From an optimization exercise on the open Yosys and OpenROAD flow, aimed at small area, a short achievable clock period and few clock cycles; shortcuts taken in it are not production practice.
The RTL was checked by simulation tests, not by an equivalence proof against the original design.
Power figures rest on the tool's default switching activity, not on a simulated workload.

==> 08-16: inputs <==
==> flow/design.v <==
module adder(
    input  logic [31:0] a, b,  
    output logic [31:0] y      
);
    assign y = a + b;
endmodule
module mux2 #(parameter WIDTH = 8)
(
    input  logic [WIDTH-1:0] d0, d1,   
    input  logic             s,        
    output logic [WIDTH-1:0] y         
);
    assign y = s ? d1 : d0;   
endmodule
module signext(
    input  logic [15:0] a,   
    output logic [31:0] y    
);
    assign y = {{16{a[15]}}, a};
endmodule
module sl2(
    input  logic [31:0] a,   
    output logic [31:0] y    
);
    assign y = {a[29:0], 2'b00};
endmodule
module flopr #(parameter WIDTH = 32)
(
    input  logic             clk, reset,    
    input  logic [WIDTH-1:0] d,            
    output logic [WIDTH-1:0] q             
);
    always_ff @(posedge clk, posedge reset) begin
        if (reset) q <= 0;                 
        else q <= d;                       
    end
endmodule
module regfile(
    input  logic        clk,       
    input  logic        we3,       
    input  logic [4:0]  ra1, ra2,  
    input  logic [4:0]  wa3,       
    input  logic [31:0] wd3,       
    output logic [31:0] rd1, rd2   
);
    logic [31:0] rf[31:0];
    always_ff @(posedge clk) begin
        if (we3) begin
            if (wa3 != 0) rf[wa3] <= wd3;
        end
    end
    assign rd1 = (ra1 != 0) ? rf[ra1] : 0;
    assign rd2 = (ra2 != 0) ? rf[ra2] : 0;
endmodule
module ula(
    input  logic [31:0] a, b,          
    input  logic [2:0]  ULAcontrol,    
    output logic [31:0] result,        
    output logic        zero           
);
    always_comb begin
        case (ULAcontrol)
            3'b000:  result = a & b;                       
            3'b001:  result = a | b;                       
            3'b010:  result = a + b;                       
            3'b110:  result = a - b;                       
            3'b111:  begin
                if (a[31] != b[31])
                    result = a[31] ? 32'd1 : 32'd0;
                else
                    result = (a < b) ? 32'd1 : 32'd0;
            end
            default: begin
                if (ULAcontrol[0] == 0)
                    result = a & b;   
                else
                    result = a | b;   
            end
        endcase
    end
    assign zero = (result == 32'b0);
endmodule
module ula_control(
    input  logic [1:0] ULAop,        
    input  logic [5:0] funct,        
    output logic [2:0] ULAcontrol    
);
    always_comb begin
        case(ULAop)
            2'b00: ULAcontrol = 3'b010;   
            2'b01: ULAcontrol = 3'b110;   
            2'b10: begin
                case(funct)
                    6'b100000: ULAcontrol = 3'b010;  
                    6'b100010: ULAcontrol = 3'b110;  
                    6'b100100: ULAcontrol = 3'b000;  
                    6'b100101: ULAcontrol = 3'b001;  
                    6'b101010: ULAcontrol = 3'b111;  
                    default:   ULAcontrol = 3'b010;  
                endcase
            end
            default: ULAcontrol = 3'b010;   
        endcase
    end
endmodule
module main_control(
    input  logic [5:0] op,     
    output logic regdst,       
    output logic ULAsrc,       
    output logic memtoreg,     
    output logic regwrite,     
    output logic memread,      
    output logic memwrite,     
    output logic branch,       
    output logic [1:0] ULAop   
);
    parameter R_FORMAT = 6'b000000;   
    parameter LW       = 6'b100011;   
    parameter SW       = 6'b101011;   
    parameter BEQ      = 6'b000100;   
    parameter ADDI     = 6'b001000;   
    parameter J        = 6'b000010;   
    always_comb begin
        case(op)
            R_FORMAT: begin
                regdst   = 1'b1;   
                ULAsrc   = 1'b0;   
                memtoreg = 1'b0;   
                regwrite = 1'b1;   
                memread  = 1'b0;   
                memwrite = 1'b0;   
                branch   = 1'b0;   
                ULAop    = 2'b10;  
            end
            LW: begin
                regdst   = 1'b0;   
                ULAsrc   = 1'b1;   
                memtoreg = 1'b1;   
                regwrite = 1'b1;   
                memread  = 1'b1;   
                memwrite = 1'b0;   
                branch   = 1'b0;   
                ULAop    = 2'b00;  
            end
            SW: begin
                regdst   = 1'b0;   
                ULAsrc   = 1'b1;   
                memtoreg = 1'b0;   
                regwrite = 1'b0;   
                memread  = 1'b0;   
                memwrite = 1'b1;   
                branch   = 1'b0;   
                ULAop    = 2'b00;  
            end
            BEQ: begin
                regdst   = 1'b0;   
                ULAsrc   = 1'b0;   
                memtoreg = 1'b0;   
                regwrite = 1'b0;   
                memread  = 1'b0;   
                memwrite = 1'b0;   
                branch   = 1'b1;   
                ULAop    = 2'b01;  
            end
            ADDI: begin
                regdst   = 1'b0;   
                ULAsrc   = 1'b1;   
                memtoreg = 1'b0;   
                regwrite = 1'b1;   
                memread  = 1'b0;   
                memwrite = 1'b0;   
                branch   = 1'b0;   
                ULAop    = 2'b00;  
            end
            J: begin
                regdst   = 1'b0;   
                ULAsrc   = 1'b0;   
                memtoreg = 1'b0;   
                regwrite = 1'b0;   
                memread  = 1'b0;   
                memwrite = 1'b0;   
                branch   = 1'b0;   
                ULAop    = 2'b00;  
            end
            default: begin
                regdst   = 1'b0;   
                ULAsrc   = 1'b0;   
                memtoreg = 1'b0;   
                regwrite = 1'b0;   
                memread  = 1'b0;   
                memwrite = 1'b0;   
                branch   = 1'b0;   
                ULAop    = 2'b00;  
            end
        endcase
    end
endmodule
module controller(
    input  logic [5:0] op,      
    input  logic [5:0] funct,   
    input  logic       zero,    
    output logic       memtoreg,   
    output logic       memwrite,   
    output logic       memread,    
    output logic       pcsrc,      
    output logic       ULAsrc,     
    output logic       regdst,     
    output logic       regwrite,   
    output logic [2:0] ULAcontrol,  
    output logic       jump        
);
    logic [1:0] ULAop;    
    logic       branch;    
    main_control mc(
        .op(op),
        .memread(memread),
        .memtoreg(memtoreg),
        .memwrite(memwrite),
        .branch(branch),
        .ULAsrc(ULAsrc),
        .regdst(regdst),
        .regwrite(regwrite),
        .ULAop(ULAop)
    );
    ula_control uc(
        .funct(funct),
        .ULAop(ULAop),
        .ULAcontrol(ULAcontrol)
    );
    assign pcsrc = branch & zero;
    assign jump = (op == 6'b000010);
endmodule
module datapath(
    input  logic        clk, reset,
    input  logic        memtoreg, pcsrc,      
    input  logic        ULAsrc, regdst,       
    input  logic        regwrite, memread,
    input  logic        jump,                 
    input  logic [2:0]  ULAcontrol,           
    output logic        zero,                 
    output logic [31:0] pc,                   
    input  logic [31:0] instr,                
    output logic [31:0] ULAout, writedata,    
    input  logic [31:0] readdata              
);
    logic [4:0]  writereg;                    
    logic [31:0] pcnext, pcnextbr, pcplus4, pcbranch;   
    logic [31:0] signimm, signimmsh;          
    logic [31:0] srca, srcb;                  
    logic [31:0] result;                      
    flopr #(32) pcreg(                        
        .clk(clk),
        .reset(reset),
        .d(pcnext),     
        .q(pc)
    );
    adder pcadd1(                             
        .a(pc),
        .b(32'b100),                          
        .y(pcplus4)
    );
    sl2 immshift(                             
        .a(signimm),
        .y(signimmsh)
    );
    adder pcadd2(                             
        .a(pcplus4),
        .b(signimmsh),
        .y(pcbranch)
    );
    mux2 #(32) pcbrmux(                       
        .d0(pcplus4),
        .d1(pcbranch),
        .s(pcsrc),
        .y(pcnextbr)      
    );
    mux2 #(32) pcmux(
        .d0(pcnextbr),
        .d1({pcplus4[31:28], instr[25:0], 2'b00}),
        .s(jump),
        .y(pcnext)
    );
    regfile rf(                               
        .clk(clk),
        .we3(regwrite),                       
        .ra1(instr[25:21]),                   
        .ra2(instr[20:16]),                   
        .wa3(writereg),                       
        .wd3(result),                         
        .rd1(srca),                           
        .rd2(writedata)                       
    );
    mux2 #(5) wrmux(                          
        .d0(instr[20:16]),                    
        .d1(instr[15:11]),                    
        .s(regdst),
        .y(writereg)
    );
    mux2 #(32) resmux(                        
        .d0(ULAout),                          
        .d1(readdata),                        
        .s(memtoreg),
        .y(result)
    );
    signext se(                               
        .a(instr[15:0]),                      
        .y(signimm)                           
    );
    mux2 #(32) srcbmux(                       
        .d0(writedata),                       
        .d1(signimm),                         
        .s(ULAsrc),       
        .y(srcb)
    );
    ula mainula(                              
        .a(srca),                             
        .b(srcb),                             
        .ULAcontrol(ULAcontrol),              
        .result(ULAout),                      
        .zero(zero)                           
    );
endmodule
module mips(
    input  logic        clk, reset,
    output logic [31:0] pc,          
    input  logic [31:0] instr,       
    output logic        memwrite,    
    output logic [31:0] dataadr,     
    output logic [31:0] writedata,   
    input  logic [31:0] readdata     
);
    localparam logic [5:0] OP_R = 6'h00, OP_J = 6'h02, OP_BEQ = 6'h04,
                           OP_ADDI = 6'h08, OP_LW = 6'h23, OP_SW = 6'h2B;
    logic        d_valid;
    logic [31:0] d_instr;
    logic [31:0] d_pc4;
    logic        e_wr, e_load, e_store, e_beq;    
    logic [4:0]  e_dest;
    logic [31:0] e_a, e_b;
    logic [15:0] e_imm;
    logic        e_useimm, e_fwda, e_fwdb;
    logic        e_sub, e_and, e_or, e_slt;
    logic [31:0] e_btarget;
    logic        m_wr, m_load;
    logic [4:0]  m_dest;
    logic [31:0] m_res, m_wd;
    logic [31:0] pc4, pcnext;
    logic        redirect_e, redirect_d, stall_d, jump_f;
    logic [31:0] btarget_d;
    assign pc4    = pc + 32'd4;
    assign jump_f = (instr[31:26] == OP_J);
    always_comb begin
        if (redirect_e)      pcnext = e_btarget;
        else if (redirect_d) pcnext = btarget_d;
        else if (stall_d)    pcnext = pc;
        else if (jump_f)     pcnext = {pc4[31:28], instr[25:0], 2'b00};
        else                 pcnext = pc4;
    end
    always_ff @(posedge clk, posedge reset)
        if (reset) pc <= 32'd0;
        else       pc <= pcnext;
    always_ff @(posedge clk, posedge reset)
        if (reset) d_valid <= 1'b0;
        else if (redirect_e | redirect_d) d_valid <= 1'b0;
        else if (!stall_d) d_valid <= !jump_f;
    always_ff @(posedge clk)
        if (!stall_d) begin
            d_instr <= instr;
            d_pc4   <= pc4;
        end
    logic [5:0]  d_op, d_funct;
    logic [4:0]  d_rs, d_rt, d_rd;
    logic [31:0] d_simm;
    logic        d_isr, d_isaddi, d_islw, d_issw, d_isbeq;
    logic        d_use_rs, d_use_rt, d_wr;
    logic [4:0]  d_dest;
    logic [31:0] rf_a, rf_b, d_a, d_b, wb_data;
    assign d_op    = d_instr[31:26];
    assign d_rs    = d_instr[25:21];
    assign d_rt    = d_instr[20:16];
    assign d_rd    = d_instr[15:11];
    assign d_funct = d_instr[5:0];
    assign d_simm  = {{16{d_instr[15]}}, d_instr[15:0]};
    assign d_isr    = (d_op == OP_R);
    assign d_isaddi = (d_op == OP_ADDI);
    assign d_islw   = (d_op == OP_LW);
    assign d_issw   = (d_op == OP_SW);
    assign d_isbeq  = (d_op == OP_BEQ);
    assign d_dest   = d_isr ? d_rd : d_rt;
    assign d_wr     = (d_isr | d_isaddi | d_islw) & (d_dest != 5'd0);
    assign d_use_rs = d_isr | d_isaddi | d_islw | d_issw | (d_isbeq & (d_rs != d_rt));
    assign d_use_rt = d_isr | d_issw | (d_isbeq & (d_rs != d_rt));
    assign btarget_d = d_pc4 + {d_simm[29:0], 2'b00};
    assign stall_d = d_valid & e_load &
                     ((d_use_rs & (d_rs == e_dest)) | (d_use_rt & (d_rt == e_dest)));
    assign redirect_d = d_valid & d_isbeq & (d_rs == d_rt) & !redirect_e;
    assign wb_data = m_load ? readdata : m_res;
    regfile rf(
        .clk(clk),
        .we3(m_wr),
        .ra1(d_rs),
        .ra2(d_rt),
        .wa3(m_dest),
        .wd3(wb_data),
        .rd1(rf_a),
        .rd2(rf_b)
    );
    assign d_a = (m_wr & (m_dest == d_rs)) ? wb_data : rf_a;
    assign d_b = (m_wr & (m_dest == d_rt)) ? wb_data : rf_b;
    logic d_go;
    assign d_go = d_valid & !stall_d & !redirect_e;
    always_ff @(posedge clk, posedge reset)
        if (reset) begin
            e_wr    <= 1'b0;
            e_load  <= 1'b0;
            e_store <= 1'b0;
            e_beq   <= 1'b0;
        end else begin
            e_wr    <= d_go & d_wr;
            e_load  <= d_go & d_islw & (d_dest != 5'd0);
            e_store <= d_go & d_issw;
            e_beq   <= d_go & d_isbeq & (d_rs != d_rt);
        end
    always_ff @(posedge clk) begin
        e_dest    <= d_dest;
        e_a       <= d_a;
        e_b       <= d_b;
        e_imm     <= d_instr[15:0];
        e_useimm  <= !d_isr;
        e_fwda    <= e_wr & !e_load & (e_dest == d_rs);
        e_fwdb    <= e_wr & !e_load & (e_dest == d_rt);
        e_sub     <= d_isr & (d_funct == 6'h22);
        e_and     <= d_isr & (d_funct == 6'h24);
        e_or      <= d_isr & (d_funct == 6'h25);
        e_slt     <= d_isr & (d_funct == 6'h2A);
        e_btarget <= btarget_d;
    end
    logic [31:0] a, b, srcb, sum, res;
    logic        lt;
    assign a    = e_fwda ? m_res : e_a;
    assign b    = e_fwdb ? m_res : e_b;
    assign srcb = e_useimm ? {{16{e_imm[15]}}, e_imm} : b;
    assign sum  = a + ((e_sub | e_slt) ? ~srcb : srcb) + {31'd0, e_sub | e_slt};
    assign lt   = (a[31] != srcb[31]) ? a[31] : sum[31];
    always_comb begin
        if (e_and)      res = a & srcb;
        else if (e_or)  res = a | srcb;
        else if (e_slt) res = {31'd0, lt};
        else            res = sum;
    end
    assign redirect_e = e_beq & (a == b);
    always_ff @(posedge clk, posedge reset)
        if (reset) begin
            memwrite <= 1'b0;
            m_wr     <= 1'b0;
            m_load   <= 1'b0;
        end else begin
            memwrite <= e_store;
            m_wr     <= e_wr;
            m_load   <= e_load;
        end
    always_ff @(posedge clk) begin
        m_dest <= e_dest;
        m_res  <= res;
        m_wd   <= b;
    end
    assign dataadr   = m_res;
    assign writedata = m_wd;
endmodule
==> flow/run.sh <==
#!/bin/bash
# synth_recipe.tcl (not shown) runs the flow's synth.tcl, then flattens the netlist and writes it again
# the make line also repeats each setting of config.mk as NAME=value (left out here)
make -C /OpenROAD-flow-scripts/flow DESIGN_CONFIG=/design/flow/config.mk WORK_HOME=/design/flow/orfs CLKGATE_MAP_FILE= SYNTH_SCRIPT=/design/flow/synth_recipe.tcl finish
==> flow/config.mk <==
export PLATFORM = sky130hd
export DESIGN_NAME = mips
export DESIGN_NICKNAME = mips
export VERILOG_FILES = /design/flow/design.v
export SDC_FILE = /design/flow/constraint.sdc
export NUM_CORES = 4
export LEC_CHECK = 0
export CAP_MARGIN = 20
export CORE_MARGIN = 2
export CORE_UTILIZATION = 40
export SLEW_MARGIN = 20
==> flow/constraint.sdc <==
create_clock -name core_clock -period 11.0 [get_ports {clk}]
set_input_delay 2.2000 -clock core_clock [delete_from_list [all_inputs] [get_ports {clk}]]
set_output_delay 2.2000 -clock core_clock [all_outputs]
set_load 0.01 [all_outputs]
==> inputs of 11-26, as changes to 08-16 <==
--- a/flow/design.v
+++ b/flow/design.v
@@ -45,10 +45,16 @@
 );
-    logic [31:0] rf[31:0];
-    always_ff @(posedge clk) begin
-        if (we3) begin
-            if (wa3 != 0) rf[wa3] <= wd3;
+    logic [31:0] rf [1:31];
+    logic [31:1] sel1, sel2;
+    always_ff @(posedge clk)
+        if (we3 && wa3 != 5'd0) rf[wa3] <= wd3;
+    always_comb begin
+        rd1 = 32'd0;
+        rd2 = 32'd0;
+        for (int i = 1; i < 32; i++) begin
+            sel1[i] = (ra1 == 5'(i));
+            sel2[i] = (ra2 == 5'(i));
+            rd1 = rd1 | ({32{sel1[i]}} & rf[i]);
+            rd2 = rd2 | ({32{sel2[i]}} & rf[i]);
         end
     end
-    assign rd1 = (ra1 != 0) ? rf[ra1] : 0;
-    assign rd2 = (ra2 != 0) ? rf[ra2] : 0;
 endmodule
@@ -335,3 +341,2 @@
     logic [31:0] d_instr;
-    logic [31:0] d_pc4;
     logic        e_wr, e_load, e_store, e_beq;    
@@ -366,6 +371,3 @@
     always_ff @(posedge clk)
-        if (!stall_d) begin
-            d_instr <= instr;
-            d_pc4   <= pc4;
-        end
+        if (!stall_d) d_instr <= instr;
     logic [5:0]  d_op, d_funct;
@@ -392,3 +394,3 @@
     assign d_use_rt = d_isr | d_issw | (d_isbeq & (d_rs != d_rt));
-    assign btarget_d = d_pc4 + {d_simm[29:0], 2'b00};
+    assign btarget_d = pc + {d_simm[29:0], 2'b00};
     assign stall_d = d_valid & e_load &
==> inputs of 03-05, as changes to 08-16 <==
--- a/flow/design.v
+++ b/flow/design.v
@@ -1,6 +1,27 @@
 module adder(
-    input  logic [31:0] a, b,  
-    output logic [31:0] y      
-);
-    assign y = a + b;
+    input  logic [31:0] a, b,
+    input  logic        cin,
+    output logic [31:0] y
+);
+    logic [31:0] g [0:5];
+    logic [31:0] p [0:5];
+    logic [31:0] c;
+    always_comb begin
+        g[0] = a & b;
+        p[0] = a ^ b;
+        g[0][0] = (a[0] & b[0]) | (cin & (a[0] ^ b[0]));
+        for (int l = 0; l < 5; l++) begin
+            for (int i = 0; i < 32; i++) begin
+                if ((i >> l) & 1) begin
+                    g[l+1][i] = g[l][i] | (p[l][i] & g[l][((i >> l) << l) - 1]);
+                    p[l+1][i] = p[l][i] & p[l][((i >> l) << l) - 1];
+                end else begin
+                    g[l+1][i] = g[l][i];
+                    p[l+1][i] = p[l][i];
+                end
+            end
+        end
+        c = {g[5][30:0], cin};
+        y = p[0] ^ c;
+    end
 endmodule
@@ -45,10 +66,16 @@
 );
-    logic [31:0] rf[31:0];
-    always_ff @(posedge clk) begin
-        if (we3) begin
-            if (wa3 != 0) rf[wa3] <= wd3;
+    logic [31:0] rf [1:31];
+    logic [31:1] sel1, sel2;
+    always_ff @(posedge clk)
+        if (we3 && wa3 != 5'd0) rf[wa3] <= wd3;
+    always_comb begin
+        rd1 = 32'd0;
+        rd2 = 32'd0;
+        for (int i = 1; i < 32; i++) begin
+            sel1[i] = (ra1 == 5'(i));
+            sel2[i] = (ra2 == 5'(i));
+            rd1 = rd1 | ({32{sel1[i]}} & rf[i]);
+            rd2 = rd2 | ({32{sel2[i]}} & rf[i]);
         end
     end
-    assign rd1 = (ra1 != 0) ? rf[ra1] : 0;
-    assign rd2 = (ra2 != 0) ? rf[ra2] : 0;
 endmodule
@@ -335,3 +362,2 @@
     logic [31:0] d_instr;
-    logic [31:0] d_pc4;
     logic        e_wr, e_load, e_store, e_beq;    
@@ -366,6 +392,3 @@
     always_ff @(posedge clk)
-        if (!stall_d) begin
-            d_instr <= instr;
-            d_pc4   <= pc4;
-        end
+        if (!stall_d) d_instr <= instr;
     logic [5:0]  d_op, d_funct;
@@ -392,3 +415,3 @@
     assign d_use_rt = d_isr | d_issw | (d_isbeq & (d_rs != d_rt));
-    assign btarget_d = d_pc4 + {d_simm[29:0], 2'b00};
+    assign btarget_d = pc + {d_simm[29:0], 2'b00};
     assign stall_d = d_valid & e_load &
@@ -442,3 +465,8 @@
     assign srcb = e_useimm ? {{16{e_imm[15]}}, e_imm} : b;
-    assign sum  = a + ((e_sub | e_slt) ? ~srcb : srcb) + {31'd0, e_sub | e_slt};
+    adder alu_add(
+        .a(a),
+        .b((e_sub | e_slt) ? ~srcb : srcb),
+        .cin(e_sub | e_slt),
+        .y(sum)
+    );
     assign lt   = (a[31] != srcb[31]) ? a[31] : sum[31];
==> inputs of 05-10, as changes to 08-16 <==
==> flow/design.v, changed modules only <==
module mips(
    input  logic        clk, reset,
    output logic [31:0] pc,          
    input  logic [31:0] instr,       
    output logic        memwrite,    
    output logic [31:0] dataadr,     
    output logic [31:0] writedata,   
    input  logic [31:0] readdata     
);
    logic        memtoreg, memread, regdst, regwrite, pcsrc, zero, ULAsrc, jump;
    logic [2:0]  ULAcontrol;
    controller c(
        .op(instr[31:26]),
        .funct(instr[5:0]),
        .zero(zero),
        .memtoreg(memtoreg),
        .memwrite(memwrite),
        .memread(memread),
        .pcsrc(pcsrc),
        .ULAsrc(ULAsrc),
        .regdst(regdst),
        .regwrite(regwrite),
        .ULAcontrol(ULAcontrol),
        .jump(jump)
    );
    datapath dp(
        .clk(clk),
        .reset(reset),
        .memtoreg(memtoreg),
        .pcsrc(pcsrc),
        .ULAsrc(ULAsrc),
        .regdst(regdst),
        .regwrite(regwrite),
        .memread(memread),
        .jump(jump),
        .ULAcontrol(ULAcontrol),
        .zero(zero),
        .pc(pc),
        .instr(instr),
        .ULAout(dataadr),
        .writedata(writedata),
        .readdata(readdata)
    );
endmodule
==> flow_metrics.py <==
metrics = {
    "run_status": {
        "status": "complete, no violations",
    },
    "setup_path": {
        "path_delay_family": "buffers and inverters",
        "cp.arrival_ps": 8540,
        "rr_startpoint": "dp.rf.rf[26][1]",
        "path_depth": 22,
    },
    "pwr": {
        "netSwitchingFraction_pct": 30.1,
        "p_comb_share_pct": 25.1,
    },
    "layout": {
        "clock_area_share_pct": 5.41,
        "seq_share_pct": 47.8,
        "largest_reg_flops": 1024,
    },
    "logic_synthesis": {
        "synthesis.instances": 3468,
    },
    "worst_hold_path": {
        "min_from": "dp.pcreg.q[31]",
    },
    "clocking": {
        "cts_sinks": 1054,
    },
    "global_route": {
        "grt_max_degree": 72,
    },
    "sta": {
        "skew_ps": 63.6,
    },
    "drt": {
        "wl_met2_um": 87600,
    },
}
Source of the figures above: 05-10

==> flow_metrics.py <==
metrics = {
    "layout": {
        "clock_area_share_pct": 6.52,
    },
    "pwr": {
        "p_comb_share_pct": 17.1,
        "netSwitchingFraction_pct": 28.8,
    },
    "sta": {
        "skew_ps": 42.4,
    },
    "drt": {
        "wl_met2_um": 100000,
    },
    "logic_synthesis": {
        "synthesis.instances": 4085,
    },
    "worst_hold_path": {
        "min_from": "e_store",
    },
    "setup_path": {
        "rr_startpoint": "e_fwdb",
        "path_depth": 15,
    },
    "run_status": {
        "status": "complete, no violations",
    },
}
Source of the figures above: 03-05

==> flow_metrics.py <==
metrics = {
    "clocking": {
        "cts_sinks": 1257,
    },
    "global_route": {
        "grt_max_degree": 51,
    },
    "run_status": {
        "status": "complete, no violations",
    },
    "layout": {
        "largest_reg_flops": 992,
        "clock_area_share_pct": 6.70,
    },
    "logic_synthesis": {
        "synthesis.instances": 4147,
    },
    "setup_path": {
        "rr_startpoint": "e_useimm",
        "path_depth": 13,
        "cp.arrival_ps": 6560,
    },
    "sta": {
        "skew_ps": 30.0,
    },
    "worst_hold_path": {
        "min_from": "e_store",
    },
    "pwr": {
        "p_comb_share_pct": 17.2,
    },
}
Source of the figures above: 11-26

==> flow_metrics.py <==
metrics = {
    "run_status": {
        "status": "complete, no violations",
    },
    "setup_path": {
        "cp.arrival_ps": 5160,
        "path_depth": 15,
        "path_delay_family": "compound AO/OA/AOI/OAI gates",
    },
    "layout": {
        "regMostFlops": "rf.rf",
        "seq_share_pct": 52.1,
        "clock_area_share_pct": 6.50,
        "buf_share_pct": 3.14,
        "largest_reg_flops": 1024,
    },
    "logic_synthesis": {
        "synthesis.instances": 3672,
        "yosys_warnings": 2,
        "yosysSeqAreaShare_pct": 59.4,
    },
    "worst_hold_path": {
        "min_from": "e_store",
    },
    "drt": {
        "wl_met2_um": 90000,
        "dr_wl_met3_um": 15200,
    },
    "pwr": {
        "netSwitchingFraction_pct": 27.9,
        "p_comb_share_pct": 17.3,
    },
    "global_route": {
        "grt_max_degree": 122,
    },
    "floorplan": {
        "core_um2": 158000,
    },
    "clocking": {
        "cts_sinks": 1331,
    },
}
Source of the figures above: 08-16

Testbench counts of 08-16, summed over its fixed seeds: cycles 20,218.
Testbench counts of 11-26, summed over its fixed seeds: cycles 20,218.
Testbench counts of 03-05, summed over its fixed seeds: cycles 20,218.
Testbench counts of 05-10, summed over its fixed seeds: cycles 17,920.

-- re-timing with driven ports --
No port has a modelled driver above. Below, the same layouts with a new extraction and two added sets of constraints. Step 1 (the two cells are an assumption about what drives the block):
set clk [get_ports {clk}]
set_driving_cell -lib_cell sky130_fd_sc_hd__clkbuf_16 $clk
set_driving_cell -lib_cell sky130_fd_sc_hd__buf_2 [delete_from_list [all_inputs] $clk]
Step 2, shift: input delay + t, output delay - t, t = (earliest + latest rising clock arrival at the registers) / 2. This alone moves slack from input paths to output paths. a / b / c = no drivers / after step 1 / after step 2; a / b = the first two.
run	t, ns	slack for setup (ns)	slew at the worst register clock pin (ns)	cell pins on the clock port's net
08-16	0.856	6.487 / 6.487 / 6.241	0.07 / 0.07	1
11-26	0.859	5.089 / 5.089 / 5.089	0.07 / 0.07	1
03-05	0.860	6.350 / 6.350 / 6.221	0.07 / 0.07	1
05-10	0.822	0.259 / 0.197 / 0.197	0.07 / 0.07	1
After both steps every run listed still meets setup and hold. For 08-16, which loses most, drivers alone change the setup slack by 0.000 ns; drivers and shift together by -0.246 ns.
